Background: an optimization exercise with open tools, aiming at small area and a short achievable clock period. Do not read the settings as production practice. Only simulation tests tie the RTL to the original design; equivalence was not proved. No activity file was given, so power comes from the tool's default toggle rates.

**flow/config.mk**
```make
export PLATFORM = sky130hd
export DESIGN_NAME = fp_multiplier
export DESIGN_NICKNAME = fp_multiplier
export VERILOG_FILES = /design/flow/design.v
export SDC_FILE = /design/flow/constraint.sdc
export NUM_CORES = 4
export LEC_CHECK = 0
export CAP_MARGIN = 20
export CORE_MARGIN = 2
export CORE_UTILIZATION = 50
export SETUP_SLACK_MARGIN = 4.9
export SLEW_MARGIN = 20
export SYNTH_HIERARCHICAL = 1
```
**flow/constraint.sdc**
```tcl
create_clock -name core_clock -period 8.0 [get_ports {clk}]
set_input_delay 1.6000 -clock core_clock [delete_from_list [all_inputs] [get_ports {clk}]]
set_output_delay 1.6000 -clock core_clock [all_outputs]
set_load 0.01 [all_outputs]
```
**flow/design.v**
```verilog
module fp_multiplier (
    input         sign,
    input         clk,
    input         rst,
    input  [16:0] a,
    input  [16:0] b,
    output [17:0] out,
    output        overflow,
    output        underflow
);
  wire [17:0] xa = {sign & a[16], a};
  wire [17:0] yb = {sign & b[16], b};
  wire [8:0] neg_d, one_d, two_d;
  wire [18:0] ybz = {yb, 1'b0};
  genvar gi;
  generate for (gi = 0; gi < 9; gi = gi + 1) begin : benc
    wire y2 = ybz[2*gi+2], y1 = ybz[2*gi+1], y0 = ybz[2*gi];
    assign neg_d[gi] = y2 & ~(y1 & y0);
    assign one_d[gi] = y1 ^ y0;
    assign two_d[gi] = (y2 & ~y1 & ~y0) | (~y2 & y1 & y0);
  end endgenerate
  reg [17:0] xr;
  reg [8:0] negr, oner, twor;
  reg s1;
  always @(posedge clk) begin
    xr <= xa; negr <= neg_d; oner <= one_d; twor <= two_d; s1 <= sign;
  end
  wire [4:0] r8sel = one_d[8] ? xa[4:0] : two_d[8] ? {xa[3:0], 1'b0} : 5'd0;
  wire [5:0] r8sum = {1'b0, r8sel ^ {5{neg_d[8]}}} + neg_d[8];
  reg [5:0] r8r;
  always @(posedge clk) r8r <= r8sum;
  wire lz_d = (1'b1 & ~|yb[9:0]) | (~|xa[0:0] & ~|yb[8:0]) | (~|xa[1:0] & ~|yb[7:0]) | (~|xa[2:0] & ~|yb[6:0]) | (~|xa[3:0] & ~|yb[5:0]) | (~|xa[4:0] & ~|yb[4:0]) | (~|xa[5:0] & ~|yb[3:0]) | (~|xa[6:0] & ~|yb[2:0]) | (~|xa[7:0] & ~|yb[1:0]) | (~|xa[8:0] & ~|yb[0:0]) | (~|xa[9:0] & 1'b1);
  reg lz1;
  always @(posedge clk) lz1 <= lz_d;
  wire pp1, pp2, pp3, pp4, pp5, pp6, pp7, pp8, pp9, pp10, pp11, pp12;
  wire pp13, pp14, pp15, pp16, pp17, pp18, pp19, pp20, pp21, pp22, pp23, pp24;
  wire pp25, pp26, pp27, pp28, pp29, pp30, pp31, pp32, pp33, pp34, pp35, pp36;
  wire pp37, pp38, pp39, pp40, pp41, pp42, pp43, pp44, pp45, pp46, pp47, pp48;
  wire pp49, pp50, pp51, pp52, pp53, pp54, pp55, pp56, pp57, pp58, pp59, pp60;
  wire pp61, pp62, pp63, pp64, pp65, pp66, pp67, pp68, pp69, pp70, pp71, pp72;
  wire pp73, pp74, pp75, pp76, pp77, pp78, pp79, pp80, pp81, pp82, pp83, pp84;
  wire pp85, pp86, pp87, pp88, pp89, pp90, pp91, pp92, pp93, pp94, pp95, pp96;
  wire pp97, pp98, pp99, pp100, pp101, pp102, pp103, pp104, pp105, pp106, pp107, pp108;
  wire pp109, pp110, pp111, pp112, pp113, pp114, pp115, pp116, pp117, pp118, pp119, pp120;
  wire pp121, pp122, pp123, pp124, pp125, pp126, pp127, pp128, pp129, pp130, pp131, pp132;
  wire pp133, pp134, pp135, pp136, pp137, pp138, pp139, pp140, pp141, pp142, pp143, pp144;
  wire pp145, pp146, pp147, pp148, pp149, pp150, pp151, pp152, pp153, pp154, pp155, pp156;
  wire pp157, pp158, pp159, pp160, pp161, pp162, pp163, pp164, pp165, pp166, s167, c168;
  wire s169, c170, s171, c172, s173, c174, s175, c176, s177, c178, s179, c180;
  wire s181, c182, s183, c184, s185, c186, s187, c188, s189, c190, s191, c192;
  wire s193, c194, s195, c196, s197, c198, s199, c200, s201, c202, s203, c204;
  wire s205, c206, s207, c208, s209, c210, s211, c212, s213, c214, s215, c216;
  wire s217, c218, s219, c220, s221, c222, s223, c224, s225, c226, s227, c228;
  wire s229, c230, s231, c232, s233, c234, s235, c236, s237, s238, c239, s240;
  wire c241, s242, c243, s244, c245, s246, c247, s248, c249, s250, c251, s252;
  wire c253, s254, c255, s256, c257, s258, c259, s260, c261, s262, c263, s264;
  wire c265, s266, c267, s268, c269, s270, c271, s272, c273, s274, c275, s276;
  wire c277, s278, c279, s280, c281, s282, c283, s284, c285, s286, c287, s288;
  wire c289, s290, c291, s292, c293, s294, c295, s296, c297, s298, c299, s300;
  wire c301, s302, c303, s304, c305, s306, c307, s308, c309, s310, c311, s312;
  wire c313, s314, c315, s316, c317, s318, c319, s320, c321, s322, c323, s324;
  wire s325, c326, s327, c328, s329, c330, s331, c332, s333, c334, s335, c336;
  wire s337, c338, s339, c340, s341, c342, s343, c344, s345, c346, s347, c348;
  wire s349, c350, s351, c352, s353, c354, s355, c356, s357, c358, s359, c360;
  wire s361, c362, s363, c364, s365, c366, s367, c368, s369, c370, s371, c372;
  wire s373, c374, s375, c376, s377, c378, s379, s380, c381, s382, c383, s384;
  wire c385, s386, c387, s388, c389, s390, c391, s392, c393, s394, c395, s396;
  wire c397, s398, c399, s400, c401, s402, c403, s404, c405, s406, c407, s408;
  wire c409, s410, c411, s412, c413, s414, c415, s416, c417, s418, c419, s420;
  wire c421, s422, c423, s424, c425, s426, c427, s428, c429, s430, c431, s432;
  wire c433, s434, c435, s436, c437, s438, c439, s440, c441, s442, lg443, lp444;
  wire lg445, lp446, lg447, lp448, lg449, lp450, lg451, lp452, lg453, lp454, lg455, lp456;
  wire lg457, lp458, lg459, lp460, lg461, lp462, lG463, lP464, lG465, lP466, lG467, lP468;
  wire lG469, lP470, lG471, lP472, lG473, lP474, lG475, lP476, lG477, lP478, lG479, lP480;
  wire lG481, lP482, lG483, lP484, lG485, lP486, lG487, lP488, lG489, lP490, lG491, lP492;
  wire hg493, hp494, hg495, hp496, hg497, hp498, hg499, hp500, hg501, hp502, hg503, hp504;
  wire hg505, hp506, hg507, hp508, hg509, hp510, hg511, hp512, hg513, hp514, hg515, hp516;
  wire hg517, hp518, hg519, hp520, hg521, hp522, hg523, hp524, hg525, hp526, hg527, hp528;
  wire hg529, hp530, hg531, hp532, hg533, hp534, hg535, hp536, hg537, hp538, hg539, hp540;
  wire hg541, hp542, hG543, hP544, hG545, hP546, hG547, hP548, hG549, hP550, hG551, hP552;
  wire hG553, hP554, hG555, hP556, hG557, hP558, hG559, hP560, hG561, hP562, hG563, hP564;
  wire hG565, hP566, hG567, hP568, hG569, hP570, hG571, hP572, hG573, hP574, hG575, hP576;
  wire hG577, hP578, hG579, hP580, hG581, hP582, hG583, hP584, hG585, hP586, hG587, hP588;
  wire hG589, hP590, hG591, hP592, hG593, hP594, hG595, hP596, hG597, hP598, hG599, hP600;
  wire hG601, hP602, hG603, hP604, hG605, hP606, hG607, hP608, hG609, hP610, hG611, hP612;
  wire hG613, hP614, hG615, hP616, hG617, hP618, hG619, hP620, hG621, hP622, hG623, hP624;
  wire hG625, hP626, hG627, hP628, hG629, hP630, hG631, hP632, hG633, hP634, hG635, hP636;
  wire hG637, hP638, hG639, hP640, hG641, hP642, hG643, hP644, hG645, hP646, hG647, hP648;
  wire hG649, hP650;
  assign pp1 = ((oner[0] & xr[0])) ^ negr[0];
  assign pp2 = ((oner[0] & xr[1]) | (twor[0] & xr[0])) ^ negr[0];
  assign pp3 = ((oner[0] & xr[2]) | (twor[0] & xr[1])) ^ negr[0];
  assign pp4 = ((oner[0] & xr[3]) | (twor[0] & xr[2])) ^ negr[0];
  assign pp5 = ((oner[0] & xr[4]) | (twor[0] & xr[3])) ^ negr[0];
  assign pp6 = ((oner[0] & xr[5]) | (twor[0] & xr[4])) ^ negr[0];
  assign pp7 = ((oner[0] & xr[6]) | (twor[0] & xr[5])) ^ negr[0];
  assign pp8 = ((oner[0] & xr[7]) | (twor[0] & xr[6])) ^ negr[0];
  assign pp9 = ((oner[0] & xr[8]) | (twor[0] & xr[7])) ^ negr[0];
  assign pp10 = ((oner[0] & xr[9]) | (twor[0] & xr[8])) ^ negr[0];
  assign pp11 = ((oner[0] & xr[10]) | (twor[0] & xr[9])) ^ negr[0];
  assign pp12 = ((oner[0] & xr[11]) | (twor[0] & xr[10])) ^ negr[0];
  assign pp13 = ((oner[0] & xr[12]) | (twor[0] & xr[11])) ^ negr[0];
  assign pp14 = ((oner[0] & xr[13]) | (twor[0] & xr[12])) ^ negr[0];
  assign pp15 = ((oner[0] & xr[14]) | (twor[0] & xr[13])) ^ negr[0];
  assign pp16 = ((oner[0] & xr[15]) | (twor[0] & xr[14])) ^ negr[0];
  assign pp17 = ((oner[0] & xr[16]) | (twor[0] & xr[15])) ^ negr[0];
  assign pp18 = ((oner[0] & xr[17]) | (twor[0] & xr[16])) ^ negr[0];
  assign pp19 = ((oner[0] & xr[17]) | (twor[0] & xr[17])) ^ negr[0];
  assign pp20 = ~pp19;
  assign pp21 = ((oner[1] & xr[0])) ^ negr[1];
  assign pp22 = ((oner[1] & xr[1]) | (twor[1] & xr[0])) ^ negr[1];
  assign pp23 = ((oner[1] & xr[2]) | (twor[1] & xr[1])) ^ negr[1];
  assign pp24 = ((oner[1] & xr[3]) | (twor[1] & xr[2])) ^ negr[1];
  assign pp25 = ((oner[1] & xr[4]) | (twor[1] & xr[3])) ^ negr[1];
  assign pp26 = ((oner[1] & xr[5]) | (twor[1] & xr[4])) ^ negr[1];
  assign pp27 = ((oner[1] & xr[6]) | (twor[1] & xr[5])) ^ negr[1];
  assign pp28 = ((oner[1] & xr[7]) | (twor[1] & xr[6])) ^ negr[1];
  assign pp29 = ((oner[1] & xr[8]) | (twor[1] & xr[7])) ^ negr[1];
  assign pp30 = ((oner[1] & xr[9]) | (twor[1] & xr[8])) ^ negr[1];
  assign pp31 = ((oner[1] & xr[10]) | (twor[1] & xr[9])) ^ negr[1];
  assign pp32 = ((oner[1] & xr[11]) | (twor[1] & xr[10])) ^ negr[1];
  assign pp33 = ((oner[1] & xr[12]) | (twor[1] & xr[11])) ^ negr[1];
  assign pp34 = ((oner[1] & xr[13]) | (twor[1] & xr[12])) ^ negr[1];
  assign pp35 = ((oner[1] & xr[14]) | (twor[1] & xr[13])) ^ negr[1];
  assign pp36 = ((oner[1] & xr[15]) | (twor[1] & xr[14])) ^ negr[1];
  assign pp37 = ((oner[1] & xr[16]) | (twor[1] & xr[15])) ^ negr[1];
  assign pp38 = ((oner[1] & xr[17]) | (twor[1] & xr[16])) ^ negr[1];
  assign pp39 = ~(((oner[1] & xr[17]) | (twor[1] & xr[17])) ^ negr[1]);
  assign pp40 = ((oner[2] & xr[0])) ^ negr[2];
  assign pp41 = ((oner[2] & xr[1]) | (twor[2] & xr[0])) ^ negr[2];
  assign pp42 = ((oner[2] & xr[2]) | (twor[2] & xr[1])) ^ negr[2];
  assign pp43 = ((oner[2] & xr[3]) | (twor[2] & xr[2])) ^ negr[2];
  assign pp44 = ((oner[2] & xr[4]) | (twor[2] & xr[3])) ^ negr[2];
  assign pp45 = ((oner[2] & xr[5]) | (twor[2] & xr[4])) ^ negr[2];
  assign pp46 = ((oner[2] & xr[6]) | (twor[2] & xr[5])) ^ negr[2];
  assign pp47 = ((oner[2] & xr[7]) | (twor[2] & xr[6])) ^ negr[2];
  assign pp48 = ((oner[2] & xr[8]) | (twor[2] & xr[7])) ^ negr[2];
  assign pp49 = ((oner[2] & xr[9]) | (twor[2] & xr[8])) ^ negr[2];
  assign pp50 = ((oner[2] & xr[10]) | (twor[2] & xr[9])) ^ negr[2];
  assign pp51 = ((oner[2] & xr[11]) | (twor[2] & xr[10])) ^ negr[2];
  assign pp52 = ((oner[2] & xr[12]) | (twor[2] & xr[11])) ^ negr[2];
  assign pp53 = ((oner[2] & xr[13]) | (twor[2] & xr[12])) ^ negr[2];
  assign pp54 = ((oner[2] & xr[14]) | (twor[2] & xr[13])) ^ negr[2];
  assign pp55 = ((oner[2] & xr[15]) | (twor[2] & xr[14])) ^ negr[2];
  assign pp56 = ((oner[2] & xr[16]) | (twor[2] & xr[15])) ^ negr[2];
  assign pp57 = ((oner[2] & xr[17]) | (twor[2] & xr[16])) ^ negr[2];
  assign pp58 = ~(((oner[2] & xr[17]) | (twor[2] & xr[17])) ^ negr[2]);
  assign pp59 = ((oner[3] & xr[0])) ^ negr[3];
  assign pp60 = ((oner[3] & xr[1]) | (twor[3] & xr[0])) ^ negr[3];
  assign pp61 = ((oner[3] & xr[2]) | (twor[3] & xr[1])) ^ negr[3];
  assign pp62 = ((oner[3] & xr[3]) | (twor[3] & xr[2])) ^ negr[3];
  assign pp63 = ((oner[3] & xr[4]) | (twor[3] & xr[3])) ^ negr[3];
  assign pp64 = ((oner[3] & xr[5]) | (twor[3] & xr[4])) ^ negr[3];
  assign pp65 = ((oner[3] & xr[6]) | (twor[3] & xr[5])) ^ negr[3];
  assign pp66 = ((oner[3] & xr[7]) | (twor[3] & xr[6])) ^ negr[3];
  assign pp67 = ((oner[3] & xr[8]) | (twor[3] & xr[7])) ^ negr[3];
  assign pp68 = ((oner[3] & xr[9]) | (twor[3] & xr[8])) ^ negr[3];
  assign pp69 = ((oner[3] & xr[10]) | (twor[3] & xr[9])) ^ negr[3];
  assign pp70 = ((oner[3] & xr[11]) | (twor[3] & xr[10])) ^ negr[3];
  assign pp71 = ((oner[3] & xr[12]) | (twor[3] & xr[11])) ^ negr[3];
  assign pp72 = ((oner[3] & xr[13]) | (twor[3] & xr[12])) ^ negr[3];
  assign pp73 = ((oner[3] & xr[14]) | (twor[3] & xr[13])) ^ negr[3];
  assign pp74 = ((oner[3] & xr[15]) | (twor[3] & xr[14])) ^ negr[3];
  assign pp75 = ((oner[3] & xr[16]) | (twor[3] & xr[15])) ^ negr[3];
  assign pp76 = ((oner[3] & xr[17]) | (twor[3] & xr[16])) ^ negr[3];
  assign pp77 = ~(((oner[3] & xr[17]) | (twor[3] & xr[17])) ^ negr[3]);
  assign pp78 = ((oner[4] & xr[0])) ^ negr[4];
  assign pp79 = ((oner[4] & xr[1]) | (twor[4] & xr[0])) ^ negr[4];
  assign pp80 = ((oner[4] & xr[2]) | (twor[4] & xr[1])) ^ negr[4];
  assign pp81 = ((oner[4] & xr[3]) | (twor[4] & xr[2])) ^ negr[4];
  assign pp82 = ((oner[4] & xr[4]) | (twor[4] & xr[3])) ^ negr[4];
  assign pp83 = ((oner[4] & xr[5]) | (twor[4] & xr[4])) ^ negr[4];
  assign pp84 = ((oner[4] & xr[6]) | (twor[4] & xr[5])) ^ negr[4];
  assign pp85 = ((oner[4] & xr[7]) | (twor[4] & xr[6])) ^ negr[4];
  assign pp86 = ((oner[4] & xr[8]) | (twor[4] & xr[7])) ^ negr[4];
  assign pp87 = ((oner[4] & xr[9]) | (twor[4] & xr[8])) ^ negr[4];
  assign pp88 = ((oner[4] & xr[10]) | (twor[4] & xr[9])) ^ negr[4];
  assign pp89 = ((oner[4] & xr[11]) | (twor[4] & xr[10])) ^ negr[4];
  assign pp90 = ((oner[4] & xr[12]) | (twor[4] & xr[11])) ^ negr[4];
  assign pp91 = ((oner[4] & xr[13]) | (twor[4] & xr[12])) ^ negr[4];
  assign pp92 = ((oner[4] & xr[14]) | (twor[4] & xr[13])) ^ negr[4];
  assign pp93 = ((oner[4] & xr[15]) | (twor[4] & xr[14])) ^ negr[4];
  assign pp94 = ((oner[4] & xr[16]) | (twor[4] & xr[15])) ^ negr[4];
  assign pp95 = ((oner[4] & xr[17]) | (twor[4] & xr[16])) ^ negr[4];
  assign pp96 = ~(((oner[4] & xr[17]) | (twor[4] & xr[17])) ^ negr[4]);
  assign pp97 = ((oner[5] & xr[0])) ^ negr[5];
  assign pp98 = ((oner[5] & xr[1]) | (twor[5] & xr[0])) ^ negr[5];
  assign pp99 = ((oner[5] & xr[2]) | (twor[5] & xr[1])) ^ negr[5];
  assign pp100 = ((oner[5] & xr[3]) | (twor[5] & xr[2])) ^ negr[5];
  assign pp101 = ((oner[5] & xr[4]) | (twor[5] & xr[3])) ^ negr[5];
  assign pp102 = ((oner[5] & xr[5]) | (twor[5] & xr[4])) ^ negr[5];
  assign pp103 = ((oner[5] & xr[6]) | (twor[5] & xr[5])) ^ negr[5];
  assign pp104 = ((oner[5] & xr[7]) | (twor[5] & xr[6])) ^ negr[5];
  assign pp105 = ((oner[5] & xr[8]) | (twor[5] & xr[7])) ^ negr[5];
  assign pp106 = ((oner[5] & xr[9]) | (twor[5] & xr[8])) ^ negr[5];
  assign pp107 = ((oner[5] & xr[10]) | (twor[5] & xr[9])) ^ negr[5];
  assign pp108 = ((oner[5] & xr[11]) | (twor[5] & xr[10])) ^ negr[5];
  assign pp109 = ((oner[5] & xr[12]) | (twor[5] & xr[11])) ^ negr[5];
  assign pp110 = ((oner[5] & xr[13]) | (twor[5] & xr[12])) ^ negr[5];
  assign pp111 = ((oner[5] & xr[14]) | (twor[5] & xr[13])) ^ negr[5];
  assign pp112 = ((oner[5] & xr[15]) | (twor[5] & xr[14])) ^ negr[5];
  assign pp113 = ((oner[5] & xr[16]) | (twor[5] & xr[15])) ^ negr[5];
  assign pp114 = ((oner[5] & xr[17]) | (twor[5] & xr[16])) ^ negr[5];
  assign pp115 = ~(((oner[5] & xr[17]) | (twor[5] & xr[17])) ^ negr[5]);
  assign pp116 = ((oner[6] & xr[0])) ^ negr[6];
  assign pp117 = ((oner[6] & xr[1]) | (twor[6] & xr[0])) ^ negr[6];
  assign pp118 = ((oner[6] & xr[2]) | (twor[6] & xr[1])) ^ negr[6];
  assign pp119 = ((oner[6] & xr[3]) | (twor[6] & xr[2])) ^ negr[6];
  assign pp120 = ((oner[6] & xr[4]) | (twor[6] & xr[3])) ^ negr[6];
  assign pp121 = ((oner[6] & xr[5]) | (twor[6] & xr[4])) ^ negr[6];
  assign pp122 = ((oner[6] & xr[6]) | (twor[6] & xr[5])) ^ negr[6];
  assign pp123 = ((oner[6] & xr[7]) | (twor[6] & xr[6])) ^ negr[6];
  assign pp124 = ((oner[6] & xr[8]) | (twor[6] & xr[7])) ^ negr[6];
  assign pp125 = ((oner[6] & xr[9]) | (twor[6] & xr[8])) ^ negr[6];
  assign pp126 = ((oner[6] & xr[10]) | (twor[6] & xr[9])) ^ negr[6];
  assign pp127 = ((oner[6] & xr[11]) | (twor[6] & xr[10])) ^ negr[6];
  assign pp128 = ((oner[6] & xr[12]) | (twor[6] & xr[11])) ^ negr[6];
  assign pp129 = ((oner[6] & xr[13]) | (twor[6] & xr[12])) ^ negr[6];
  assign pp130 = ((oner[6] & xr[14]) | (twor[6] & xr[13])) ^ negr[6];
  assign pp131 = ((oner[6] & xr[15]) | (twor[6] & xr[14])) ^ negr[6];
  assign pp132 = ((oner[6] & xr[16]) | (twor[6] & xr[15])) ^ negr[6];
  assign pp133 = ((oner[6] & xr[17]) | (twor[6] & xr[16])) ^ negr[6];
  assign pp134 = ~(((oner[6] & xr[17]) | (twor[6] & xr[17])) ^ negr[6]);
  assign pp135 = ((oner[7] & xr[0])) ^ negr[7];
  assign pp136 = ((oner[7] & xr[1]) | (twor[7] & xr[0])) ^ negr[7];
  assign pp137 = ((oner[7] & xr[2]) | (twor[7] & xr[1])) ^ negr[7];
  assign pp138 = ((oner[7] & xr[3]) | (twor[7] & xr[2])) ^ negr[7];
  assign pp139 = ((oner[7] & xr[4]) | (twor[7] & xr[3])) ^ negr[7];
  assign pp140 = ((oner[7] & xr[5]) | (twor[7] & xr[4])) ^ negr[7];
  assign pp141 = ((oner[7] & xr[6]) | (twor[7] & xr[5])) ^ negr[7];
  assign pp142 = ((oner[7] & xr[7]) | (twor[7] & xr[6])) ^ negr[7];
  assign pp143 = ((oner[7] & xr[8]) | (twor[7] & xr[7])) ^ negr[7];
  assign pp144 = ((oner[7] & xr[9]) | (twor[7] & xr[8])) ^ negr[7];
  assign pp145 = ((oner[7] & xr[10]) | (twor[7] & xr[9])) ^ negr[7];
  assign pp146 = ((oner[7] & xr[11]) | (twor[7] & xr[10])) ^ negr[7];
  assign pp147 = ((oner[7] & xr[12]) | (twor[7] & xr[11])) ^ negr[7];
  assign pp148 = ((oner[7] & xr[13]) | (twor[7] & xr[12])) ^ negr[7];
  assign pp149 = ((oner[7] & xr[14]) | (twor[7] & xr[13])) ^ negr[7];
  assign pp150 = ((oner[7] & xr[15]) | (twor[7] & xr[14])) ^ negr[7];
  assign pp151 = ((oner[7] & xr[16]) | (twor[7] & xr[15])) ^ negr[7];
  assign pp152 = ((oner[7] & xr[17]) | (twor[7] & xr[16])) ^ negr[7];
  assign pp153 = ~(((oner[7] & xr[17]) | (twor[7] & xr[17])) ^ negr[7]);
  assign pp154 = ((oner[8] & xr[5]) | (twor[8] & xr[4])) ^ negr[8];
  assign pp155 = ((oner[8] & xr[6]) | (twor[8] & xr[5])) ^ negr[8];
  assign pp156 = ((oner[8] & xr[7]) | (twor[8] & xr[6])) ^ negr[8];
  assign pp157 = ((oner[8] & xr[8]) | (twor[8] & xr[7])) ^ negr[8];
  assign pp158 = ((oner[8] & xr[9]) | (twor[8] & xr[8])) ^ negr[8];
  assign pp159 = ((oner[8] & xr[10]) | (twor[8] & xr[9])) ^ negr[8];
  assign pp160 = ((oner[8] & xr[11]) | (twor[8] & xr[10])) ^ negr[8];
  assign pp161 = ((oner[8] & xr[12]) | (twor[8] & xr[11])) ^ negr[8];
  assign pp162 = ((oner[8] & xr[13]) | (twor[8] & xr[12])) ^ negr[8];
  assign pp163 = ((oner[8] & xr[14]) | (twor[8] & xr[13])) ^ negr[8];
  assign pp164 = ((oner[8] & xr[15]) | (twor[8] & xr[14])) ^ negr[8];
  assign pp165 = ((oner[8] & xr[16]) | (twor[8] & xr[15])) ^ negr[8];
  assign pp166 = ((oner[8] & xr[17]) | (twor[8] & xr[16])) ^ negr[8];
  fp_ha u_s167 (.a(negr[5]), .b(pp11), .s(s167), .co(c168));
  fp_ha u_s169 (.a(pp12), .b(pp30), .s(s169), .co(c170));
  fp_fa u_s171 (.a(negr[6]), .b(pp13), .c(pp31), .s(s171), .co(c172));
  fp_ha u_s173 (.a(pp48), .b(pp65), .s(s173), .co(c174));
  fp_fa u_s175 (.a(pp14), .b(pp32), .c(pp49), .s(s175), .co(c176));
  fp_ha u_s177 (.a(pp66), .b(pp83), .s(s177), .co(c178));
  fp_fa u_s179 (.a(negr[7]), .b(pp15), .c(pp33), .s(s179), .co(c180));
  fp_fa u_s181 (.a(pp50), .b(pp67), .c(pp84), .s(s181), .co(c182));
  fp_ha u_s183 (.a(pp101), .b(pp118), .s(s183), .co(c184));
  fp_fa u_s185 (.a(pp16), .b(pp34), .c(pp51), .s(s185), .co(c186));
  fp_fa u_s187 (.a(pp68), .b(pp85), .c(pp102), .s(s187), .co(c188));
  fp_ha u_s189 (.a(pp119), .b(pp136), .s(s189), .co(c190));
  fp_fa u_s191 (.a(r8r[0]), .b(pp17), .c(pp35), .s(s191), .co(c192));
  fp_fa u_s193 (.a(pp52), .b(pp69), .c(pp86), .s(s193), .co(c194));
  fp_fa u_s195 (.a(pp103), .b(pp120), .c(pp137), .s(s195), .co(c196));
  fp_fa u_s197 (.a(r8r[1]), .b(pp18), .c(pp36), .s(s197), .co(c198));
  fp_fa u_s199 (.a(pp53), .b(pp70), .c(pp87), .s(s199), .co(c200));
  fp_fa u_s201 (.a(pp104), .b(pp121), .c(pp138), .s(s201), .co(c202));
  fp_fa u_s203 (.a(r8r[2]), .b(pp19), .c(pp37), .s(s203), .co(c204));
  fp_fa u_s205 (.a(pp54), .b(pp71), .c(pp88), .s(s205), .co(c206));
  fp_fa u_s207 (.a(pp105), .b(pp122), .c(pp139), .s(s207), .co(c208));
  fp_fa u_s209 (.a(r8r[3]), .b(pp19), .c(pp38), .s(s209), .co(c210));
  fp_fa u_s211 (.a(pp55), .b(pp72), .c(pp89), .s(s211), .co(c212));
  fp_fa u_s213 (.a(pp106), .b(pp123), .c(pp140), .s(s213), .co(c214));
  fp_fa u_s215 (.a(r8r[4]), .b(pp39), .c(pp56), .s(s215), .co(c216));
  fp_fa u_s217 (.a(pp73), .b(pp90), .c(pp107), .s(s217), .co(c218));
  fp_fa u_s219 (.a(pp124), .b(pp141), .c(pp20), .s(s219), .co(c220));
  assign s221 = ~(r8r[5] ^ pp57);
  assign c222 = r8r[5] | pp57;
  fp_fa u_s223 (.a(pp74), .b(pp91), .c(pp108), .s(s223), .co(c224));
  fp_fa u_s225 (.a(pp125), .b(pp142), .c(pp154), .s(s225), .co(c226));
  fp_fa u_s227 (.a(pp58), .b(pp75), .c(pp92), .s(s227), .co(c228));
  fp_fa u_s229 (.a(pp109), .b(pp126), .c(pp143), .s(s229), .co(c230));
  assign s231 = ~(pp76 ^ pp93);
  assign c232 = pp76 | pp93;
  fp_ha u_s233 (.a(pp110), .b(pp127), .s(s233), .co(c234));
  fp_fa u_s235 (.a(pp77), .b(pp94), .c(pp111), .s(s235), .co(c236));
  assign s237 = ~pp95;
  fp_ha u_s238 (.a(negr[3]), .b(pp7), .s(s238), .co(c239));
  fp_ha u_s240 (.a(pp8), .b(pp26), .s(s240), .co(c241));
  fp_fa u_s242 (.a(negr[4]), .b(pp9), .c(pp27), .s(s242), .co(c243));
  fp_ha u_s244 (.a(pp44), .b(pp61), .s(s244), .co(c245));
  fp_fa u_s246 (.a(pp10), .b(pp28), .c(pp45), .s(s246), .co(c247));
  fp_ha u_s248 (.a(pp62), .b(pp79), .s(s248), .co(c249));
  fp_fa u_s250 (.a(pp29), .b(pp46), .c(pp63), .s(s250), .co(c251));
  fp_fa u_s252 (.a(pp80), .b(pp97), .c(s167), .s(s252), .co(c253));
  fp_fa u_s254 (.a(pp47), .b(pp64), .c(pp81), .s(s254), .co(c255));
  fp_fa u_s256 (.a(pp98), .b(c168), .c(s169), .s(s256), .co(c257));
  fp_fa u_s258 (.a(pp82), .b(pp99), .c(pp116), .s(s258), .co(c259));
  fp_fa u_s260 (.a(c170), .b(s173), .c(s171), .s(s260), .co(c261));
  fp_fa u_s262 (.a(pp100), .b(pp117), .c(c174), .s(s262), .co(c263));
  fp_fa u_s264 (.a(s177), .b(c172), .c(s175), .s(s264), .co(c265));
  fp_fa u_s266 (.a(pp135), .b(c178), .c(s183), .s(s266), .co(c267));
  fp_fa u_s268 (.a(c176), .b(s179), .c(s181), .s(s268), .co(c269));
  fp_fa u_s270 (.a(c184), .b(s189), .c(c180), .s(s270), .co(c271));
  fp_fa u_s272 (.a(c182), .b(s185), .c(s187), .s(s272), .co(c273));
  fp_fa u_s274 (.a(c190), .b(c186), .c(c188), .s(s274), .co(c275));
  fp_fa u_s276 (.a(s191), .b(s193), .c(s195), .s(s276), .co(c277));
  fp_fa u_s278 (.a(c192), .b(c194), .c(c196), .s(s278), .co(c279));
  fp_fa u_s280 (.a(s197), .b(s199), .c(s201), .s(s280), .co(c281));
  fp_fa u_s282 (.a(c198), .b(c200), .c(c202), .s(s282), .co(c283));
  fp_fa u_s284 (.a(s203), .b(s205), .c(s207), .s(s284), .co(c285));
  fp_fa u_s286 (.a(c204), .b(c206), .c(c208), .s(s286), .co(c287));
  fp_fa u_s288 (.a(s209), .b(s211), .c(s213), .s(s288), .co(c289));
  fp_fa u_s290 (.a(c210), .b(c212), .c(c214), .s(s290), .co(c291));
  fp_fa u_s292 (.a(s215), .b(s217), .c(s219), .s(s292), .co(c293));
  fp_fa u_s294 (.a(s221), .b(c216), .c(c218), .s(s294), .co(c295));
  fp_fa u_s296 (.a(c220), .b(s223), .c(s225), .s(s296), .co(c297));
  fp_fa u_s298 (.a(pp155), .b(c222), .c(c224), .s(s298), .co(c299));
  fp_fa u_s300 (.a(c226), .b(s227), .c(s229), .s(s300), .co(c301));
  fp_fa u_s302 (.a(pp144), .b(pp156), .c(s231), .s(s302), .co(c303));
  fp_fa u_s304 (.a(s233), .b(c228), .c(c230), .s(s304), .co(c305));
  fp_fa u_s306 (.a(pp128), .b(pp145), .c(pp157), .s(s306), .co(c307));
  fp_fa u_s308 (.a(c232), .b(c234), .c(s235), .s(s308), .co(c309));
  fp_fa u_s310 (.a(pp112), .b(pp129), .c(pp146), .s(s310), .co(c311));
  fp_fa u_s312 (.a(pp158), .b(s237), .c(c236), .s(s312), .co(c313));
  fp_fa u_s314 (.a(pp95), .b(pp96), .c(pp113), .s(s314), .co(c315));
  fp_fa u_s316 (.a(pp130), .b(pp147), .c(pp159), .s(s316), .co(c317));
  assign s318 = ~(pp114 ^ pp131);
  assign c319 = pp114 | pp131;
  fp_ha u_s320 (.a(pp148), .b(pp160), .s(s320), .co(c321));
  fp_fa u_s322 (.a(pp115), .b(pp132), .c(pp149), .s(s322), .co(c323));
  assign s324 = ~pp133;
  fp_ha u_s325 (.a(negr[2]), .b(pp5), .s(s325), .co(c326));
  fp_ha u_s327 (.a(pp6), .b(pp24), .s(s327), .co(c328));
  fp_fa u_s329 (.a(pp25), .b(pp42), .c(pp59), .s(s329), .co(c330));
  fp_fa u_s331 (.a(pp43), .b(pp60), .c(c239), .s(s331), .co(c332));
  fp_fa u_s333 (.a(pp78), .b(c241), .c(s244), .s(s333), .co(c334));
  fp_fa u_s335 (.a(c245), .b(s248), .c(c243), .s(s335), .co(c336));
  fp_fa u_s337 (.a(c249), .b(c247), .c(s250), .s(s337), .co(c338));
  fp_fa u_s339 (.a(c251), .b(s254), .c(c253), .s(s339), .co(c340));
  fp_fa u_s341 (.a(c255), .b(s258), .c(c257), .s(s341), .co(c342));
  fp_fa u_s343 (.a(c259), .b(s262), .c(c261), .s(s343), .co(c344));
  fp_fa u_s345 (.a(c263), .b(s266), .c(c265), .s(s345), .co(c346));
  fp_fa u_s347 (.a(c267), .b(c269), .c(s270), .s(s347), .co(c348));
  fp_fa u_s349 (.a(c271), .b(c273), .c(s274), .s(s349), .co(c350));
  fp_fa u_s351 (.a(c275), .b(c277), .c(s278), .s(s351), .co(c352));
  fp_fa u_s353 (.a(c279), .b(c281), .c(s282), .s(s353), .co(c354));
  fp_fa u_s355 (.a(c283), .b(c285), .c(s286), .s(s355), .co(c356));
  fp_fa u_s357 (.a(c287), .b(c289), .c(s290), .s(s357), .co(c358));
  fp_fa u_s359 (.a(c291), .b(s294), .c(c293), .s(s359), .co(c360));
  fp_fa u_s361 (.a(c295), .b(c297), .c(s298), .s(s361), .co(c362));
  fp_fa u_s363 (.a(s302), .b(c299), .c(c301), .s(s363), .co(c364));
  fp_fa u_s365 (.a(s306), .b(c303), .c(c305), .s(s365), .co(c366));
  fp_fa u_s367 (.a(c307), .b(s310), .c(c309), .s(s367), .co(c368));
  fp_fa u_s369 (.a(c311), .b(s314), .c(s316), .s(s369), .co(c370));
  fp_fa u_s371 (.a(s318), .b(s320), .c(c315), .s(s371), .co(c372));
  fp_fa u_s373 (.a(pp161), .b(c319), .c(c321), .s(s373), .co(c374));
  fp_fa u_s375 (.a(pp150), .b(pp162), .c(s324), .s(s375), .co(c376));
  fp_fa u_s377 (.a(pp133), .b(pp134), .c(pp151), .s(s377), .co(c378));
  assign s379 = ~pp152;
  fp_ha u_s380 (.a(negr[1]), .b(pp3), .s(s380), .co(c381));
  fp_ha u_s382 (.a(pp4), .b(pp22), .s(s382), .co(c383));
  fp_fa u_s384 (.a(pp23), .b(pp40), .c(s325), .s(s384), .co(c385));
  fp_fa u_s386 (.a(pp41), .b(c326), .c(s327), .s(s386), .co(c387));
  fp_fa u_s388 (.a(c328), .b(s238), .c(s329), .s(s388), .co(c389));
  fp_fa u_s390 (.a(s240), .b(c330), .c(s331), .s(s390), .co(c391));
  fp_fa u_s392 (.a(s242), .b(c332), .c(s333), .s(s392), .co(c393));
  fp_fa u_s394 (.a(s246), .b(c334), .c(s335), .s(s394), .co(c395));
  fp_fa u_s396 (.a(s252), .b(c336), .c(s337), .s(s396), .co(c397));
  fp_fa u_s398 (.a(s256), .b(c338), .c(s339), .s(s398), .co(c399));
  fp_fa u_s400 (.a(s260), .b(c340), .c(s341), .s(s400), .co(c401));
  fp_fa u_s402 (.a(s264), .b(c342), .c(s343), .s(s402), .co(c403));
  fp_fa u_s404 (.a(s268), .b(c344), .c(s345), .s(s404), .co(c405));
  fp_fa u_s406 (.a(s272), .b(c346), .c(s347), .s(s406), .co(c407));
  fp_fa u_s408 (.a(s276), .b(c348), .c(s349), .s(s408), .co(c409));
  fp_fa u_s410 (.a(s280), .b(c350), .c(s351), .s(s410), .co(c411));
  fp_fa u_s412 (.a(s284), .b(c352), .c(s353), .s(s412), .co(c413));
  fp_fa u_s414 (.a(s288), .b(c354), .c(s355), .s(s414), .co(c415));
  fp_fa u_s416 (.a(s292), .b(c356), .c(s357), .s(s416), .co(c417));
  fp_fa u_s418 (.a(s296), .b(c358), .c(s359), .s(s418), .co(c419));
  fp_fa u_s420 (.a(s300), .b(c360), .c(s361), .s(s420), .co(c421));
  fp_fa u_s422 (.a(s304), .b(c362), .c(s363), .s(s422), .co(c423));
  fp_fa u_s424 (.a(s308), .b(s365), .c(c364), .s(s424), .co(c425));
  fp_fa u_s426 (.a(s312), .b(c366), .c(s367), .s(s426), .co(c427));
  fp_fa u_s428 (.a(c313), .b(s369), .c(c368), .s(s428), .co(c429));
  fp_fa u_s430 (.a(c317), .b(c370), .c(s371), .s(s430), .co(c431));
  fp_fa u_s432 (.a(s322), .b(s373), .c(c372), .s(s432), .co(c433));
  fp_fa u_s434 (.a(c323), .b(s375), .c(c374), .s(s434), .co(c435));
  fp_fa u_s436 (.a(pp163), .b(c376), .c(s377), .s(s436), .co(c437));
  fp_fa u_s438 (.a(pp164), .b(s379), .c(c378), .s(s438), .co(c439));
  fp_fa u_s440 (.a(pp152), .b(pp153), .c(pp165), .s(s440), .co(c441));
  assign s442 = ~pp166;
  assign lg443 = (negr[0] & pp1);
  assign lp444 = (negr[0] ^ pp1);
  assign lg445 = (pp2 & 1'b0);
  assign lp446 = (pp2 ^ 1'b0);
  assign lg447 = (s380 & pp21);
  assign lp448 = (s380 ^ pp21);
  assign lg449 = (c381 & s382);
  assign lp450 = (c381 ^ s382);
  assign lg451 = (c383 & s384);
  assign lp452 = (c383 ^ s384);
  assign lg453 = (c385 & s386);
  assign lp454 = (c385 ^ s386);
  assign lg455 = (c387 & s388);
  assign lp456 = (c387 ^ s388);
  assign lg457 = (c389 & s390);
  assign lp458 = (c389 ^ s390);
  assign lg459 = (c391 & s392);
  assign lp460 = (c391 ^ s392);
  assign lg461 = (c393 & s394);
  assign lp462 = (c393 ^ s394);
  assign lG463 = lg445 | (lp446 & lg443);
  assign lP464 = lp446 & lp444;
  assign lG465 = lg449 | (lp450 & lg447);
  assign lP466 = lp450 & lp448;
  assign lG467 = lg453 | (lp454 & lg451);
  assign lP468 = lp454 & lp452;
  assign lG469 = lg457 | (lp458 & lg455);
  assign lP470 = lp458 & lp456;
  assign lG471 = lg461 | (lp462 & lg459);
  assign lP472 = lp462 & lp460;
  assign lG473 = lg447 | (lp448 & lG463);
  assign lP474 = lp448 & lP464;
  assign lG475 = lG465 | (lP466 & lG463);
  assign lP476 = lP466 & lP464;
  assign lG477 = lg455 | (lp456 & lG467);
  assign lP478 = lp456 & lP468;
  assign lG479 = lG469 | (lP470 & lG467);
  assign lP480 = lP470 & lP468;
  assign lG481 = lg451 | (lp452 & lG475);
  assign lP482 = lp452 & lP476;
  assign lG483 = lG467 | (lP468 & lG475);
  assign lP484 = lP468 & lP476;
  assign lG485 = lG477 | (lP478 & lG475);
  assign lP486 = lP478 & lP476;
  assign lG487 = lG479 | (lP480 & lG475);
  assign lP488 = lP480 & lP476;
  assign lG489 = lg459 | (lp460 & lG487);
  assign lP490 = lp460 & lP488;
  assign lG491 = lG471 | (lP472 & lG487);
  assign lP492 = lP472 & lP488;
  wire ck_w = lG491;
  wire [9:0] lot = {lp462, lp460, lp458, lp456, lp454, lp452, lp450, lp448, lp446, lp444};
  wire [23:0] ha_w = {c441, c439, c437, c435, c433, c431, c429, c427, c425, c423, c421, c419, c417, c415, c413, c411, c409, c407, c405, c403, c401, c399, c397, c395};
  wire [23:0] hb_w = {s442, s440, s438, s436, s434, s432, s430, s428, s426, s424, s422, s420, s418, s416, s414, s412, s410, s408, s406, s404, s402, s400, s398, s396};
  reg [23:0] ra;
  reg [23:0] rb;
  reg lor, land, ck, s2, rst_d;
  always @(posedge clk) begin
    ra <= ha_w; rb <= hb_w; s2 <= s1; rst_d <= rst;
    lor <= ~lz1; land <= &lot; ck <= ck_w;
  end
  assign hg493 = (ck & ck);
  assign hp494 = (ck ^ ck);
  assign hg495 = (ra[0] & rb[0]);
  assign hp496 = (ra[0] ^ rb[0]);
  assign hg497 = (ra[1] & rb[1]);
  assign hp498 = (ra[1] ^ rb[1]);
  assign hg499 = (ra[2] & rb[2]);
  assign hp500 = (ra[2] ^ rb[2]);
  assign hg501 = (ra[3] & rb[3]);
  assign hp502 = (ra[3] ^ rb[3]);
  assign hg503 = (ra[4] & rb[4]);
  assign hp504 = (ra[4] ^ rb[4]);
  assign hg505 = (ra[5] & rb[5]);
  assign hp506 = (ra[5] ^ rb[5]);
  assign hg507 = (ra[6] & rb[6]);
  assign hp508 = (ra[6] ^ rb[6]);
  assign hg509 = (ra[7] & rb[7]);
  assign hp510 = (ra[7] ^ rb[7]);
  assign hg511 = (ra[8] & rb[8]);
  assign hp512 = (ra[8] ^ rb[8]);
  assign hg513 = (ra[9] & rb[9]);
  assign hp514 = (ra[9] ^ rb[9]);
  assign hg515 = (ra[10] & rb[10]);
  assign hp516 = (ra[10] ^ rb[10]);
  assign hg517 = (ra[11] & rb[11]);
  assign hp518 = (ra[11] ^ rb[11]);
  assign hg519 = (ra[12] & rb[12]);
  assign hp520 = (ra[12] ^ rb[12]);
  assign hg521 = (ra[13] & rb[13]);
  assign hp522 = (ra[13] ^ rb[13]);
  assign hg523 = (ra[14] & rb[14]);
  assign hp524 = (ra[14] ^ rb[14]);
  assign hg525 = (ra[15] & rb[15]);
  assign hp526 = (ra[15] ^ rb[15]);
  assign hg527 = (ra[16] & rb[16]);
  assign hp528 = (ra[16] ^ rb[16]);
  assign hg529 = (ra[17] & rb[17]);
  assign hp530 = (ra[17] ^ rb[17]);
  assign hg531 = (ra[18] & rb[18]);
  assign hp532 = (ra[18] ^ rb[18]);
  assign hg533 = (ra[19] & rb[19]);
  assign hp534 = (ra[19] ^ rb[19]);
  assign hg535 = (ra[20] & rb[20]);
  assign hp536 = (ra[20] ^ rb[20]);
  assign hg537 = (ra[21] & rb[21]);
  assign hp538 = (ra[21] ^ rb[21]);
  assign hg539 = (ra[22] & rb[22]);
  assign hp540 = (ra[22] ^ rb[22]);
  assign hg541 = (ra[23] & rb[23]);
  assign hp542 = (ra[23] ^ rb[23]);
  assign hG543 = hg495 | (hp496 & hg493);
  assign hP544 = hp496 & hp494;
  assign hG545 = hg499 | (hp500 & hg497);
  assign hP546 = hp500 & hp498;
  assign hG547 = hg503 | (hp504 & hg501);
  assign hP548 = hp504 & hp502;
  assign hG549 = hg507 | (hp508 & hg505);
  assign hP550 = hp508 & hp506;
  assign hG551 = hg511 | (hp512 & hg509);
  assign hP552 = hp512 & hp510;
  assign hG553 = hg515 | (hp516 & hg513);
  assign hP554 = hp516 & hp514;
  assign hG555 = hg519 | (hp520 & hg517);
  assign hP556 = hp520 & hp518;
  assign hG557 = hg523 | (hp524 & hg521);
  assign hP558 = hp524 & hp522;
  assign hG559 = hg527 | (hp528 & hg525);
  assign hP560 = hp528 & hp526;
  assign hG561 = hg531 | (hp532 & hg529);
  assign hP562 = hp532 & hp530;
  assign hG563 = hg535 | (hp536 & hg533);
  assign hP564 = hp536 & hp534;
  assign hG565 = hg539 | (hp540 & hg537);
  assign hP566 = hp540 & hp538;
  assign hG567 = hg497 | (hp498 & hG543);
  assign hP568 = hp498 & hP544;
  assign hG569 = hG545 | (hP546 & hG543);
  assign hP570 = hP546 & hP544;
  assign hG571 = hg505 | (hp506 & hG547);
  assign hP572 = hp506 & hP548;
  assign hG573 = hG549 | (hP550 & hG547);
  assign hP574 = hP550 & hP548;
  assign hG575 = hg513 | (hp514 & hG551);
  assign hP576 = hp514 & hP552;
  assign hG577 = hG553 | (hP554 & hG551);
  assign hP578 = hP554 & hP552;
  assign hG579 = hg521 | (hp522 & hG555);
  assign hP580 = hp522 & hP556;
  assign hG581 = hG557 | (hP558 & hG555);
  assign hP582 = hP558 & hP556;
  assign hG583 = hg529 | (hp530 & hG559);
  assign hP584 = hp530 & hP560;
  assign hG585 = hG561 | (hP562 & hG559);
  assign hP586 = hP562 & hP560;
  assign hG587 = hg537 | (hp538 & hG563);
  assign hP588 = hp538 & hP564;
  assign hG589 = hG565 | (hP566 & hG563);
  assign hP590 = hP566 & hP564;
  assign hG591 = hg501 | (hp502 & hG569);
  assign hP592 = hp502 & hP570;
  assign hG593 = hG547 | (hP548 & hG569);
  assign hP594 = hP548 & hP570;
  assign hG595 = hG571 | (hP572 & hG569);
  assign hP596 = hP572 & hP570;
  assign hG597 = hG573 | (hP574 & hG569);
  assign hP598 = hP574 & hP570;
  assign hG599 = hg517 | (hp518 & hG577);
  assign hP600 = hp518 & hP578;
  assign hG601 = hG555 | (hP556 & hG577);
  assign hP602 = hP556 & hP578;
  assign hG603 = hG579 | (hP580 & hG577);
  assign hP604 = hP580 & hP578;
  assign hG605 = hG581 | (hP582 & hG577);
  assign hP606 = hP582 & hP578;
  assign hG607 = hg533 | (hp534 & hG585);
  assign hP608 = hp534 & hP586;
  assign hG609 = hG563 | (hP564 & hG585);
  assign hP610 = hP564 & hP586;
  assign hG611 = hG587 | (hP588 & hG585);
  assign hP612 = hP588 & hP586;
  assign hG613 = hG589 | (hP590 & hG585);
  assign hP614 = hP590 & hP586;
  assign hG615 = hg509 | (hp510 & hG597);
  assign hP616 = hp510 & hP598;
  assign hG617 = hG551 | (hP552 & hG597);
  assign hP618 = hP552 & hP598;
  assign hG619 = hG575 | (hP576 & hG597);
  assign hP620 = hP576 & hP598;
  assign hG621 = hG577 | (hP578 & hG597);
  assign hP622 = hP578 & hP598;
  assign hG623 = hG599 | (hP600 & hG597);
  assign hP624 = hP600 & hP598;
  assign hG625 = hG601 | (hP602 & hG597);
  assign hP626 = hP602 & hP598;
  assign hG627 = hG603 | (hP604 & hG597);
  assign hP628 = hP604 & hP598;
  assign hG629 = hG605 | (hP606 & hG597);
  assign hP630 = hP606 & hP598;
  assign hG631 = hg541 | (hp542 & hG613);
  assign hP632 = hp542 & hP614;
  assign hG633 = hg525 | (hp526 & hG629);
  assign hP634 = hp526 & hP630;
  assign hG635 = hG559 | (hP560 & hG629);
  assign hP636 = hP560 & hP630;
  assign hG637 = hG583 | (hP584 & hG629);
  assign hP638 = hP584 & hP630;
  assign hG639 = hG585 | (hP586 & hG629);
  assign hP640 = hP586 & hP630;
  assign hG641 = hG607 | (hP608 & hG629);
  assign hP642 = hP608 & hP630;
  assign hG643 = hG609 | (hP610 & hG629);
  assign hP644 = hP610 & hP630;
  assign hG645 = hG611 | (hP612 & hG629);
  assign hP646 = hP612 & hP630;
  assign hG647 = hG613 | (hP614 & hG629);
  assign hP648 = hP614 & hP630;
  assign hG649 = hG631 | (hP632 & hG629);
  assign hP650 = hP632 & hP630;
  wire [33:10] ph = {(hp542 ^ hG647), (hp540 ^ hG645), (hp538 ^ hG643), (hp536 ^ hG641), (hp534 ^ hG639), (hp532 ^ hG637), (hp530 ^ hG635), (hp528 ^ hG633), (hp526 ^ hG629), (hp524 ^ hG627), (hp522 ^ hG625), (hp520 ^ hG623), (hp518 ^ hG621), (hp516 ^ hG619), (hp514 ^ hG617), (hp512 ^ hG615), (hp510 ^ hG597), (hp508 ^ hG595), (hp506 ^ hG593), (hp504 ^ hG591), (hp502 ^ hG569), (hp500 ^ hG567), (hp498 ^ hG543), (hp496 ^ hg493)};
  wire neg = s2 & ph[33];
  wire ovf_w = neg ? ~&ph[33:25] : |ph[33:24];
  wire unf_w = neg ? ~(&ph[15:10] & land) : (|ph[15:10] | lor);
  wire clr = rst | rst_d;
  reg [17:0] out_r;
  reg overflow_r, underflow_r;
  always @(posedge clk) begin
    out_r       <= clr ? 18'd0 : ph[31:14];
    overflow_r  <= clr ? 1'b0 : ovf_w;
    underflow_r <= clr ? 1'b0 : unf_w;
  end
  assign overflow = overflow_r;
  assign underflow = underflow_r;
  assign out = out_r;
endmodule
module fp_fa (input a, input b, input c, output s, output co);
  assign s = a ^ b ^ c;
  assign co = (a & b) | (c & (a ^ b));
endmodule
module fp_ha (input a, input b, output s, output co);
  assign s = a ^ b;
  assign co = a & b;
endmodule
```
**flow/flow/run.sh**
```bash
#!/bin/bash
# Standard layout, with a plain buffer (buf_1) on every input and output port,
# a clock tree of clkbuf_8 cells and no dummy clock loads.
set -euo pipefail
bash standard.sh "BUFFER_PORTS_ARGS=-buffer_cell sky130_fd_sc_hd__buf_1" \
  "CTS_ARGS=-sink_clustering_enable -repair_clock_nets -dont_use_dummy_load -buf_list sky130_fd_sc_hd__clkbuf_8" \
  finish > make_finish.log 2>&1
```
**flow/standard.sh**
```bash
#!/bin/bash
# synth_recipe.tcl (not shown) runs the flow's synth.tcl, then flattens the netlist and writes it again
# the make line also repeats each setting of config.mk as NAME=value (left out here)
make -C /OpenROAD-flow-scripts/flow DESIGN_CONFIG=/design/flow/config.mk WORK_HOME=/design/flow/orfs CLKGATE_MAP_FILE= SYNTH_SCRIPT=/design/flow/synth_recipe.tcl "${@:-finish}"
```
==> notes.md, run 1 <==
Final GP Congestion - 0.869
share of the yosys chip area belonging to registers - 24.8%
share of cells above drive strength 1 - 8.52%
dpl ws - 4.52 ns
Primary FF master, synth - dfxtp_1
placed insts - 1214
die width - 147 um
global-route wire length before repair - 40.5 mm
Slew Viols, Final - 0
setup repair after global routing missed its margin - yes
total die area - 21500 um^2
nets - 1182
htree depth - 4
Max Used Layer - met4
latest clock arrival within the worst-skew pair - 0.43 ns
Site Rows - 52
Placed Area - 10400 um^2
Final Hold Viols - 0
clock period minus worst slack - 3.05 ns
Iteration-0 DRC Markers - 638
critical path endpoint category - register
drt pass-1 iters - 6
critical path class - reg2reg
measured slew at the worst slew-check pin - 0.482 ns
post-synth top area cell - dfxtp_1
WL met1 - 11.3 mm
number of global-route vias before repair - 7308
WL final - 25.0 mm
mean post-synth cell area - 10.5 um^2
R2R setup slack - 4.95 ns
Power Density - 338 nW/um^2
status - no timing/DRC/antenna violations
Vias/cell - 5.76
top cells by count, synth - 167 x xnor2_1, 149 x a22oi_1, 126 x dfxtp_1
most common cell in the synthesized netlist - xnor2_1
starting density of the core - 50.7%
met3 WL post-DR - 1.83 mm
largest net degree at the start of global routing - 21
final core utilization - 54.0%
clock slew at reported path FFs - 0.08 ns
EDFF count, synth - 0
CORE AREA - 20100 um^2
Hold Path Class - reg2reg
Warnings, synthesis - 7
met2 routed WL - 11.4 mm
post-synthesis register bit count - 126
Root Buffer - clkbuf_8
final setup vio count - 0
CP Launch Type - register
crit-path max FO - 6
wire length per cell - 20.3 um
DP HPWL - 17.8 mm
total negative slack - 0 ns
main area contributors after synthesis - dfxtp_1 25%, fa_1 24%, xnor2_1 14%
CP Data Arrival Time - 3.36 ns
Syn Nets - 1190
clk buf depth - 2
Die Height - 147 um
GRT Util Overall - 24.3%
Final ANT Viol Nets - 0
Area Growth Syn to Fin - 6.63%
GR Overflow Total - 0
Distinct cells, synth - 61
# DRC - 0
FFs w/ async S/R, synth - 0%
final design instance area without fill - 10900 um^2
Final period util - 38.2%
Finished Layout Cells - 1233
Post-Syn Instances - 973
final worst slack - 4.95 ns
Max Fclk - 0.328 GHz
port bufs - 56
clock skew after layout - 0.0193 ns
top cell type's share of synthesized area - 24.8%
max_cap viols - 0
Ports - 57
LEAKAGE - 4.08 nW
total number of vias - 7107
n_diodes - 0
Critical Path RT - 8.31 ns
Sink Count - 126
initial antenna violation count - 0
max_slew headroom - 67.9%
CTS buffer count - 17
synthesized area - 10200 um^2
Max IR drop VDD - 163 uV
CTS tree - built
==> final timing paths <==
kind	end	from	cells past startpoint
min	s2	s1	0
min reg2reg	s2	s1	0
max	rb[9]	xr[17]	7
max reg2reg	rb[9]	xr[17]	7
==> final cells by class <==
type,count,area [um^2]
Inverter,20,75.1
Tap cell,270,338
Sequential cell,126,2660
Clock buffer,17,234
Multi-Input combinational cell,734,7270
Fill cell,1838,9240
Timing Repair Buffer,66,289
==> metrics by stage <==
stage	total power, mW	hold WS [ns]
2_1_floorplan	2.68	0.310
3_3_place_gp	3.22	0.392
3_5_place_dp	3.28	0.384
4_1_cts	3.70	0.380
5_1_grt	4.07	0.387
6_report	3.68	0.378
==> flip-flops by register name, indices dropped and copies added (netlist names) <==
signal,cells
rst_d,1
twor,9
overflow_r,1
rb,24
ra,24
ck,1
s2,1
oner,9
r8r,6
lz1,1
lor,1
negr,9
s1,1
out_r,18
xr,18
land,1
underflow_r,1
==> report_power, final <==
part / total (mW) / leakage, nW / internal [mW] / switching (mW)
clock network: 0.399 / 0.122 / 0.187 / 0.212
logic: 2.28 / 2.89 / 1.07 / 1.22
registers: 0.993 / 1.07 / 0.839 / 0.154
total: 3.68 / 4.08 / 2.09 / 1.58
==> placed cells by master, fill, tap and decap left out, types with 20 or more instances in the layout <==
master	netlist	final
inv_1	20	20
fa_1	122	121
ha_1	58	58
o21ai_0	20	20
nand2_1	29	29
dfxtp_1	126	88
dfxtp_4	0	34
xnor2_1	167	165
a22oi_1	149	149
buf_1	18	56
nor2_1	32	32
==> kinds of logic (layout without fill, tap and decap cells) <==
group,count (synthesis),after routing,share of synthesized area [%]
flops,126,126,24.8
buf+inv,113,103,4.16
mux,4,4,0.418
xor+xnor,185,185,15.9
fa+ha+maj,180,180,31.1
simple gates,132,132,6.69
compound gates,233,233,17.0
==> modules after synthesis (local to each module, per instance) <==
module	cell area (um^2)	copies in the design	cells inside
fp_fa	20.0	117	1
fp_ha	12.5	16	1
fp_multiplier	7640	1	840
==> worst max-delay path, stage by stage, from the launching register on <==
cell     delay, ns
dfxtp_1       0.50
o21ai_1       0.17
xnor2_2       0.25
buf_4         0.15
fa_1          0.44
fa_1          0.45
fa_1          0.54
fa_1          0.42
==> routing by layer <==
metal | GRT usage (%) | vias up
met4 | 9.61 | 0
met5 | 0 | -
met3 | 4.60 | 50
met2 | 38.1 | 302
met1 | 33.5 | 3423
li1 | - | 3332
==> repair_timing <==
item,in CTS,in global routing
pin swaps,0,2
setup endpoints to repair,33,15
setup buffers,0,2
hold buffers,0,0
cloned,0,0
resized for setup,38,41
==> run 2, diff against run 1 <==
--- a/flow/config.mk
+++ b/flow/config.mk
@@ -7,7 +7,7 @@
 export LEC_CHECK = 0
 export CAP_MARGIN = 20
 export CORE_MARGIN = 2
-export CORE_UTILIZATION = 50
+export CORE_UTILIZATION = 30
 export SETUP_SLACK_MARGIN = 4.9
 export SLEW_MARGIN = 20
 export SYNTH_HIERARCHICAL = 1
==> run 2 against run 1 <==
Compared with the run above: largest power group unchanged; die area up 65%; non-clock buffer count up 1; synthesized cell count did not move; highest routed layer unchanged; via count rose by 0.69%; fmax fell by 0.20%; sequential power about the same.
==> notes.md, run 2 <==
mean post-synth cell area - 10.5 um^2
net switching power - 1.60 mW
CP max stage delay - 0.51 ns
die width - 188 um
Flop pwr share - 26.8%
synthesized area - 10200 um^2
largest registers - ra (24), rb (24)
port bufs - 56
Primary FF master, synth - dfxtp_1
Distinct cells, synth - 61
RR Startpoint - xr[8]
met2 routed WL - 11.8 mm
total die area - 35400 um^2
Slew Viols, Final - 0
clock slew at reported path FFs - 0.07 ns
mux contribution to synthesized area - 0.418%
Area Growth Syn to Fin - 8.93%
latest clock arrival within the worst-skew pair - 0.44 ns
nets - 1183
Warnings, synthesis - 7
share of the yosys chip area belonging to registers - 24.8%
initial antenna violation count - 0
Sw Ratio - 43.3%
final setup vio count - 0
measured slew at the worst slew-check pin - 0.502 ns
wire length per cell - 18.5 um
Synth Area in Adders - 31.1%
RR Endpoint - land
share of cells above drive strength 1 - 8.51%
Sink Count - 126
Vias/cell - 5.07
placed insts - 1391
Syn Nets - 1190
Final GP Congestion - 0.847
Hold Path Class - reg2reg
Site Rows - 67
main area contributors after synthesis - dfxtp_1 25%, fa_1 24%, xnor2_1 14%
Hold-fix buffers, CTS - 0
total negative slack - 0 ns
status - no timing/DRC/antenna violations
top cells by count, synth - 167 x xnor2_1, 149 x a22oi_1, 126 x dfxtp_1
Root Buffer - clkbuf_8
CP Launch Type - register
n_diodes - 0
FILL cells - 3430
most common cell after layout, fill and taps aside - xnor2_1
FFs w/ async S/R, synth - 0%
number of global-route vias before repair - 7569
clk buf depth - 2
largest family of logic cells by synthesized area - adder cells
GRT Util Overall - 15.1%
Synth Area in Compound Gates - 17.0%
capture point of the critical path - land
max_cap viols - 0
worst reg-to-reg path cell count - 8
Post-Syn Instances - 973
Final ANT Viol Nets - 0
Comb pwr share - 62.2%
LEAKAGE - 4.09 nW
DP HPWL - 18.8 mm
CP most frequent cell - fa_1
crit-path max FO - 18
post-synthesis register bit count - 126
max_slew headroom - 66.5%
Final period util - 38.2%
Critical Path RT - 8.32 ns
largest net degree at the start of global routing - 21
CP Data Arrival Time - 3.38 ns
# DRC - 0
R2R setup slack - 4.94 ns
GR Overflow Total - 0
drt pass-1 iters - 5
most common cell in the synthesized netlist - xnor2_1
XOR/XNOR share of the synthesized area - 15.9%
Final Hold Viols - 0
clock period minus worst slack - 3.06 ns
EDFF count, synth - 0
internal power - 2.09 mW
Finished Layout Cells - 1412
WL met1 - 11.9 mm
Die Height - 188 um
power share of the clock group - 10.9%
Ports - 57
Max IR drop VDD - 123 uV
critical path endpoint category - register
post-synthesis simple-gate area fraction - 6.69%
CTS buffer count - 17
Max Used Layer - met4
Slowest-stage cell, CP - dfxtp_4
Max Fclk - 0.327 GHz
top cell type's share of synthesized area - 24.8%
starting density of the core - 30.5%
WL final - 26.1 mm
met3 WL post-DR - 1.83 mm
Power Density - 333 nW/um^2
clock skew after layout - 0.0259 ns
critical path class - reg2reg
global-route wire length before repair - 42.2 mm
most frequent cells in the layout - 165 x xnor2_1, 149 x a22oi_1, 121 x fa_1, 89 x dfxtp_1, 58 x ha_1
Iteration-0 DRC Markers - 597
htree depth - 4
CTS tree - built
CORE AREA - 33400 um^2
post-synth top area cell - dfxtp_1
CP cell instances - a22oi_1 > xnor2_1 > fa_1 > fa_1 > fa_1 > ha_1 > nand2_1 > nor4_4
CP startpoint - xr[8]
setup repair after global routing missed its margin - yes
total number of vias - 7156
==> run 2: how the worst min path moves through the flow <==
stage                     from  endpoint  slack, ns  depth (start not counted)
after floorplan             s1        s2       0.31                          0
after global placement      s1        s2       0.31                          0
after detailed placement    s1        s2       0.31                          0
after CTS                   s1        s2       0.33                          0
after global routing        s1        s2       0.36                          0
final                       s1        s2       0.33                          0
==> run 2: routing by layer <==
| layer | up-vias | global-route usage [%] |
|---|---|---|
| li1 | 3335 | - |
| met1 | 3543 | 20.6 |
| met2 | 243 | 23.8 |
| met3 | 35 | 3.18 |
| met4 | 0 | 5.36 |
| met5 | - | 0 |
==> run 2: cells by family (layout without fill, tap and decap cells) <==
| logic type | Yosys count | count (layout) |
|---|---|---|
| simple gates | 132 | 132 |
| flops | 126 | 126 |
| mux | 4 | 4 |
| buf+inv | 113 | 104 |
| compound gates | 233 | 233 |
| fa+ha+maj | 180 | 180 |
| xor+xnor | 185 | 185 |
==> run 2: stage by stage <==
stage	hold WS [ns]	power [mW]	cell area (um^2)	setup slack [ns]	utilization, %
floorplan	0.310	2.68	10200	4.86	-
global placement	0.314	3.23	10700	4.19	31.9
detailed placement	0.314	3.28	10700	4.18	31.9
CTS	0.329	3.72	11000	4.81	32.8
global route	0.358	4.07	11100	4.83	33.2
finish	0.326	3.69	11100	4.94	33.2
==> run 2: area by class of cell <==
class	instances	area, um^2	share of cell area, %
Inverter	20	75.1	0.677
Tap cell	448	561	5.05
Clock buffer	17	234	2.11
Timing Repair Buffer	67	293	2.64
Multi-Input combinational cell	734	7280	65.6
Sequential cell	126	2650	23.9
==> run 2: Yosys stat by module, one instance, submodules excluded <==
module	flops+latches	copies in the design	area [um^2]	cells inside
fp_multiplier	126	1	7640	840
fp_fa	0	117	20.0	1
fp_ha	0	16	12.5	1
==> run 2: power by group through the flow <==
stage	logic, mW	clock network, mW	registers, mW
after global routing	2.62	0.442	1.01
after CTS	2.30	0.422	0.996
after global placement	2.22	0	1.01
after floorplan	1.76	0	0.920
final	2.30	0.403	0.990
after detailed placement	2.27	0	1.01
==> run 2: what timing repair did <==
| item | in CTS | in global routing |
|---|---|---|
| cloned | 0 | 0 |
| pin swaps | 2 | 1 |
| resized for setup | 44 | 32 |
| endpoints found under the setup margin | 31 | 19 |
| buffers inserted | 1 | 3 |
==> run 2: critical path: cells and delay by family, from the launching register on <==
kind	cells	cell delay, ns
simple gates	2	0.39
compound gates	1	0.13
xor+xnor	1	0.18
flops	1	0.51
fa+ha+maj	4	1.69
==> run 3, diff against run 2 <==
--- a/flow/config.mk
+++ b/flow/config.mk
@@ -7,7 +7,7 @@
 export LEC_CHECK = 0
 export CAP_MARGIN = 20
 export CORE_MARGIN = 2
-export CORE_UTILIZATION = 30
+export CORE_UTILIZATION = 40
 export SETUP_SLACK_MARGIN = 4.9
 export SLEW_MARGIN = 20
 export SYNTH_HIERARCHICAL = 1
==> run 3 against run 2 <==
Compared with the run above: still clean; clock skew increased by 0.011 ns; sequential cell count unchanged; synthesized cell count unchanged; combinational power about the same; area after synthesis unchanged; clock power decreased by 2%; setup slack improved by 0.046 ns; fmax increased by 1.5%; critical endpoint is now rb[9].
==> notes.md, run 3 <==
Placed Area - 10500 um^2
total negative slack - 0 ns
top cell type's share of synthesized area - 24.8%
Vias/cell - 5.50
# DRC - 0
R2R setup slack - 4.99 ns
measured slew at the worst slew-check pin - 0.798 ns
main area contributors after synthesis - dfxtp_1 25%, fa_1 24%, xnor2_1 14%
LEAKAGE - 4.08 nW
Critical Path RT - 8.30 ns
Power Total - 3.67 mW
Bufs and invs on worst path - 2
post-synthesis register bit count - 126
WL final - 25.1 mm
Max IR drop VDD - 118 uV
starting density of the core - 40.6%
FILL cells - 2453
clock skew after layout - 0.0365 ns
post-synth top area cell - dfxtp_1
largest net degree at the start of global routing - 21
Root Buffer - clkbuf_8
nets - 1181
HP Start - s1
footprint of the multi-input gates - 7270 um^2
Slowest-stage cell, CP - fa_1
final worst slack - 4.99 ns
critical path's top delay family - adder cells
Iteration-0 DRC Markers - 659
Post-Syn Instances - 973
synthesized area - 10200 um^2
CTS buffer count - 17
crit-path max FO - 17
CP cell instances - buf_6 > o21ai_1 > xnor2_2 > buf_4 > fa_1 > fa_1 > fa_1 > fa_1
clock slew at reported path FFs - 0.07 ns
max_slew headroom - 46.7%
Primary FF master, synth - dfxtp_1
mean post-synth cell area - 10.5 um^2
clock period minus worst slack - 3.01 ns
Final period util - 37.7%
Warnings, synthesis - 7
Syn Nets - 1190
total die area - 26800 um^2
final design instance area without fill - 10900 um^2
dpl ws - 4.52 ns
critical path endpoint category - register
Die Height - 164 um
most common cell after layout, fill and taps aside - xnor2_1
CP startpoint - xr[17]
Distinct cells, synth - 61
critical path class - reg2reg
wire length per cell - 19.4 um
Sink Count - 126
Hold-fix buffers, CTS - 0
top cells by count, synth - 167 x xnor2_1, 149 x a22oi_1, 126 x dfxtp_1
EDFF count, synth - 0
number of global-route vias before repair - 7414
CP Data Arrival Time - 3.31 ns
global-route wire length before repair - 40.8 mm
most common cell in the synthesized netlist - xnor2_1
initial antenna violation count - 0
DP HPWL - 17.9 mm
setup repair after global routing missed its margin - yes
most frequent cells in the layout - 165 x xnor2_1, 149 x a22oi_1, 121 x fa_1, 90 x dfxtp_1, 58 x ha_1
final setup vio count - 0
drt pass-1 iters - 5
Reg area - 2650 um^2
CP Launch Type - register
clk buf depth - 2
Ports - 57
n_diodes - 0
Final Hold Viols - 0
FFs w/ async S/R, synth - 0%
Site Rows - 58
Area Growth Syn to Fin - 7.21%
CTS tree - built
Hold Path Class - reg2reg
Final GP Congestion - 0.865
CP max stage delay - 0.54 ns
GRT Util Overall - 19.7%
GR Overflow Total - 0
status - no timing/DRC/antenna violations
htree depth - 4
CP most frequent cell - fa_1
total number of vias - 7110
largest registers - ra (24), rb (24)
latest clock arrival within the worst-skew pair - 0.45 ns
CORE AREA - 25100 um^2
port bufs - 56
Slew Viols, Final - 0
Final ANT Viol Nets - 0
RR Startpoint - xr[17]
share of the yosys chip area belonging to registers - 24.8%
Max Fclk - 0.332 GHz
die width - 164 um
max_cap viols - 0
Power Density - 336 nW/um^2
share of cells above drive strength 1 - 8.11%
-- run 3: modules after synthesis, one instance, submodules excluded --
| module | flip-flops and latches | cell area [um^2] | cells | times used |
|---|---|---|---|---|
| fp_fa | 0 | 20.0 | 1 | 117 |
| fp_ha | 0 | 12.5 | 1 | 16 |
| fp_multiplier | 126 | 7640 | 840 | 1 |
-- run 3: worst register-to-register path, stage by stage (launching register included) --
cell	delay (ns)
dfxtp_1	0.32
buf_6	0.19
o21ai_1	0.13
xnor2_2	0.15
buf_4	0.16
fa_1	0.50
fa_1	0.47
fa_1	0.54
fa_1	0.40
-- run 3: routing by layer --
layer | global-route usage, % | wire length (um) | vias to the layer above
met4 | 6.06 | 344 | 0
met2 | 30.5 | 11200 | 274
met3 | 3.91 | 1850 | 31
met5 | 0 | 0 | -
met1 | 28.0 | 11700 | 3472
li1 | - | - | 3333
-- run 3: logic make-up (layout without fill, tap and decap cells) --
group | count (synthesis) | after routing | share of synthesized area, %
simple gates | 132 | 132 | 6.69
compound gates | 233 | 233 | 17.0
mux | 4 | 4 | 0.418
buf+inv | 113 | 102 | 4.16
xor+xnor | 185 | 185 | 15.9
fa+ha+maj | 180 | 180 | 31.1
flops | 126 | 126 | 24.8
-- run 3: stage by stage --
stage          utilization [%]  std cells  hold slack, ns
3_3_place_gp              41.9       1273           0.372
4_1_cts                   43.1       1291           0.372
3_5_place_dp              41.9       1273           0.383
5_1_grt                   43.5       1292           0.384
6_report                  43.5       1292           0.388
2_1_floorplan                -        973           0.310
-- run 3: timing repair --
item                       4_1_cts  5_1_grt
gates resized for setup         37       38
cloned                           0        0
setup endpoints to repair       31       19
pin swaps                        2        3
setup buffers                    1        1
-- run 3: layout make-up --
cell class	count	area share, %
Timing Repair Buffer	65	2.58
Inverter	20	0.687
Sequential cell	126	24.3
Tap cell	330	3.78
Clock buffer	17	2.14
Multi-Input combinational cell	734	66.5
-- run 3: final timing paths --
path                               to  cells past startpoint
worst min-delay path               s2                      0
worst max register to register  rb[9]                      8
worst min register to register     s2                      0
worst max-delay path            rb[9]                      8
-- run 3: power by group --
group / internal, mW / total (mW) / switching [mW]
sequential: 0.839 / 0.991 / 0.152
combinational: 1.06 / 2.28 / 1.21
clock: 0.186 / 0.396 / 0.210
